From an optimization exercise on the open Yosys and OpenROAD flow, aimed at small area; shortcuts taken in it are not production practice. RTL that was checked went through simulation tests only; none was proved equivalent to the original. Power figures rest on the tool's default switching activity, not on a simulated workload.

## digital_top
module digital_top(
  input wire reset_n,
  input wire clk,
  input  wire       reg_req,
  input  wire       reg_wr1rd0,
  input  wire [7:0] reg_address,
  input  wire [7:0] reg_wr_data,
  output wire [7:0] reg_rd_data,
  output logic      adc_convert,     
  input  logic      adc_ready,
  input  logic[7:0] adc_q,           
  output wire [7:0] adc_filtered,
  output wire       filtered_ready
);
  wire signed  [7:0] O_coef0;
  wire signed  [7:0] O_coef1;
  wire signed  [7:0] O_coef2;
  wire signed  [7:0] O_div;
  wire   [1:0] O_decimation_ratio;
  wire   conv_en, cic_en, fir_en;
  reg_block u_regs(.rst_n(reset_n), .clk(clk),
                   .req(reg_req), .wr_en(reg_wr1rd0), .addr(reg_address), .wr_data(reg_wr_data), .rd_data(reg_rd_data),
                   .O_coef0(O_coef0), .O_coef1(O_coef1), .O_coef2(O_coef2), .O_coef_div(O_div),
                   .O_decimation_ratio(O_decimation_ratio), .O_conv_en(conv_en),
                   .I_adc_data(adc_filtered)
                  );
  fsm u_fsm(.clk(clk), .rst_n(reset_n), .conv_en(conv_en), .active(fir_en));
  ...
Size: about 160 flip-flops, ~47 I/O pins, ~0.013 sq mm of cells after synthesis.
clock: 8.0 ns
lec_check: 0
cap_margin: 20
core_margin: 2
core_utilization: 40
cts_buf_list: sky130_fd_sc_hd__clkbuf_8
gpl_timing_driven: 0
slew_margin: 20
synth_hierarchical: 1
run.sh (not shown) runs the stock make flow with config.mk's settings and CLKGATE_MAP_FILE= SYNTH_SCRIPT=/design/flow/synth_recipe.tcl, a recipe that flattens the netlist after the stock synthesis.
The first run finished with timing, DRC and antenna clean.
Next try:
==> flow/flow/run.sh (new file) <==
#!/bin/bash
here=$(pwd)
bash standard.sh \
  "CTS_ARGS=-sink_clustering_enable -repair_clock_nets -buf_list sky130_fd_sc_hd__clkbuf_8 -dont_use_dummy_load" \
  "RECOVER_POWER=100" \
  "BUFFER_PORTS_ARGS=-buffer_cell sky130_fd_sc_hd__buf_1" \
  "POST_GLOBAL_ROUTE_TCL=$here/flow/post_grt.tcl" \
  finish > make.log 2>&1
==> flow/flow/post_grt.tcl (new file) <==
# Sourced at the end of ORFS's global route step, after its power recovery
# (RECOVER_POWER, which downsizes gates off the critical paths): repair the
# slews and capacitances that downsizing broke, then legalize and re-route
# the nets that changed.
log_cmd global_route -start_incremental
repair_design_helper
log_cmd detailed_placement
log_cmd global_route -end_incremental \
  -congestion_report_file $::env(REPORTS_DIR)/congestion_post_bench_repair.rpt
log_cmd estimate_parasitics -global_routing
log_cmd global_route -start_incremental
repair_timing_helper -setup
log_cmd detailed_placement
log_cmd global_route -end_incremental \
  -congestion_report_file $::env(REPORTS_DIR)/congestion_post_bench_timing.rpt
log_cmd estimate_parasitics -global_routing
report_tns
report_wns
==> flow/standard.sh (new file) <==
#!/bin/bash
# synth_recipe.tcl (not shown) runs the flow's synth.tcl, then flattens the netlist and writes it again
# the make line also repeats each setting of config.mk as NAME=value (left out here)
make -C /OpenROAD-flow-scripts/flow DESIGN_CONFIG=/design/flow/config.mk WORK_HOME=/design/flow/orfs CLKGATE_MAP_FILE= SYNTH_SCRIPT=/design/flow/synth_recipe.tcl "${@:-finish}"
removed: flow/run.sh
What happened:
- cell count is lower by about 0.9%
- design area drops by 3.7%
- setup slack gets better by 30 ps
- power came out lower by 12%
- synthesized area stays the same
Next try:
--- a/flow/flow/run.sh
+++ b/flow/flow/run.sh
@@ -4 +4 @@
-  "CTS_ARGS=-sink_clustering_enable -repair_clock_nets -buf_list sky130_fd_sc_hd__clkbuf_8 -dont_use_dummy_load" \
+  "CTS_ARGS=-sink_clustering_enable -repair_clock_nets -buf_list sky130_fd_sc_hd__clkbuf_8 -dont_use_dummy_load -sink_clustering_size 30 -sink_clustering_max_diameter 80" \
=> Cell area stays the same; utilization stays the same; setup slack is unchanged; routed wire length does not change; cell count stays the same; synthesized area is unchanged.
Next try:
==> flow/flow/run.sh (replaced) <==
#!/bin/bash
here=$(pwd)
bash standard.sh \
  "CTS_ARGS=-sink_clustering_enable -repair_clock_nets -buf_list sky130_fd_sc_hd__clkbuf_8 -dont_use_dummy_load" \
  "RECOVER_POWER=100" \
  "POST_GLOBAL_ROUTE_TCL=$here/flow/post_grt.tcl" \
  finish > make.log 2>&1
=> Core utilization came out higher by 1.1 points; worst setup slack is worse by 37 ps; global-route usage came out higher by 0.46 points; synthesized area stays the same; cell area came out higher by 2.4%; count of clock-buffer cells in the layout stays the same; non-clock buffer count came out higher by 1; routed wire length came out higher by 1.6%; combinational power came out higher by about 14%; register-to-register slack is worse by 80 ps; via count came out higher by 0.51%.
Next try:
--- a/flow/flow/run.sh
+++ b/flow/flow/run.sh
@@ -2 +1,0 @@
-here=$(pwd)
@@ -6 +4,0 @@
-  "POST_GLOBAL_ROUTE_TCL=$here/flow/post_grt.tcl" \
removed: flow/flow/post_grt.tcl
This time the run ran to the end with violations: max-capacitance violations, max-slew violations.
Flip-flop and latch count is unchanged.
Final area fell by 0.39%.
Core utilization drops by 0.17 points.
Via count rises by 0.68%.
Sequential power barely changes.

========
oak:
digital_top, a different RTL version from the one above (not shown whole).
For scale: roughly 47 I/O pins.
make LEC_CHECK=0 CAP_MARGIN=20 CORE_MARGIN=2 CORE_UTILIZATION=40 SLEW_MARGIN=20 SYNTH_HIERARCHICAL=1 finish   # period 8.0 ns
Stock flow here: none of the scripts above is used.
Relative to oak, the following input files were edited for pine:
# oak
export LEC_CHECK = 0
export CAP_MARGIN = 20
export CORE_MARGIN = 2
export CORE_UTILIZATION = 40
export SLEW_MARGIN = 20
export SYNTH_HIERARCHICAL = 1
create_clock -name core_clock -period 8.0 [get_ports {clk}]
# pine
export LEC_CHECK = 0
export CAP_MARGIN = 20
export CORE_MARGIN = 2
export CORE_UTILIZATION = 40
export CTS_BUF_LIST = sky130_fd_sc_hd__clkbuf_8
export GPL_TIMING_DRIVEN = 0
export SLEW_MARGIN = 20
export SYNTH_HIERARCHICAL = 1
create_clock -name core_clock -period 8.0 [get_ports {clk}]
Results
Diff oak -> pine: met2 track demand over resource in global routing shows an increase of 0.45 points, routed via count divided by cell count shows an increase of about 0.65%, final wirelength shows a reduction of 0.67%.
Detailed route, pine vs oak: via total higher for pine
pine: clock transition at the registers of the reported paths higher than oak
oak consumes more power than pine.
In the flow results for oak and pine, the multi-input combinational area share is smaller on oak.
Measured against each other, oak and pine differ in fraction of area in non-clock buffers, the higher figure coming from pine.
Function was not checked in any run of this note: the RTL went through the layout flow alone.

## port drivers added, routing unchanged
The results above use ideal ports. As a check the final layouts listed here were re-extracted and re-timed, cells and wires unchanged. Step 1 sets driving cells, clkbuf_16 on the clock port and buf_2 on the other inputs (assumed; they add their load-dependent delay and slew). Step 2 times the ports against the registers' clock, not the clock port: input delays grow and output delays shrink by t, the midpoint of the rising clock arrivals with the driver on. Slacks: ideal ports / drivers / drivers and shift; pairs: ideal ports / drivers.
run	shift t [ns]	setup slack, ns	slew at the worst register clock pin (ns)
the first run of note 1	0.502	0.149 / 0.161 / -0.341	0.11 / 0.11
the second run of note 1	0.485	0.180 / 0.203 / -0.282	0.12 / 0.12
the third run of note 1	0.485	0.180 / 0.203 / -0.282	0.12 / 0.12
the fourth run of note 1	0.481	0.142 / 0.157 / -0.324	0.10 / 0.10
the fifth run of note 1	0.484	0.136 / 0.151 / -0.333	0.10 / 0.10
oak	0.475	0.192 / 0.208 / -0.267	0.08 / 0.08
pine	0.491	0.119 / 0.137 / -0.354	0.11 / 0.11
The setup slack of the first run of note 1, which loses most, moves by +0.012 ns with the drivers and by -0.490 ns with both steps.
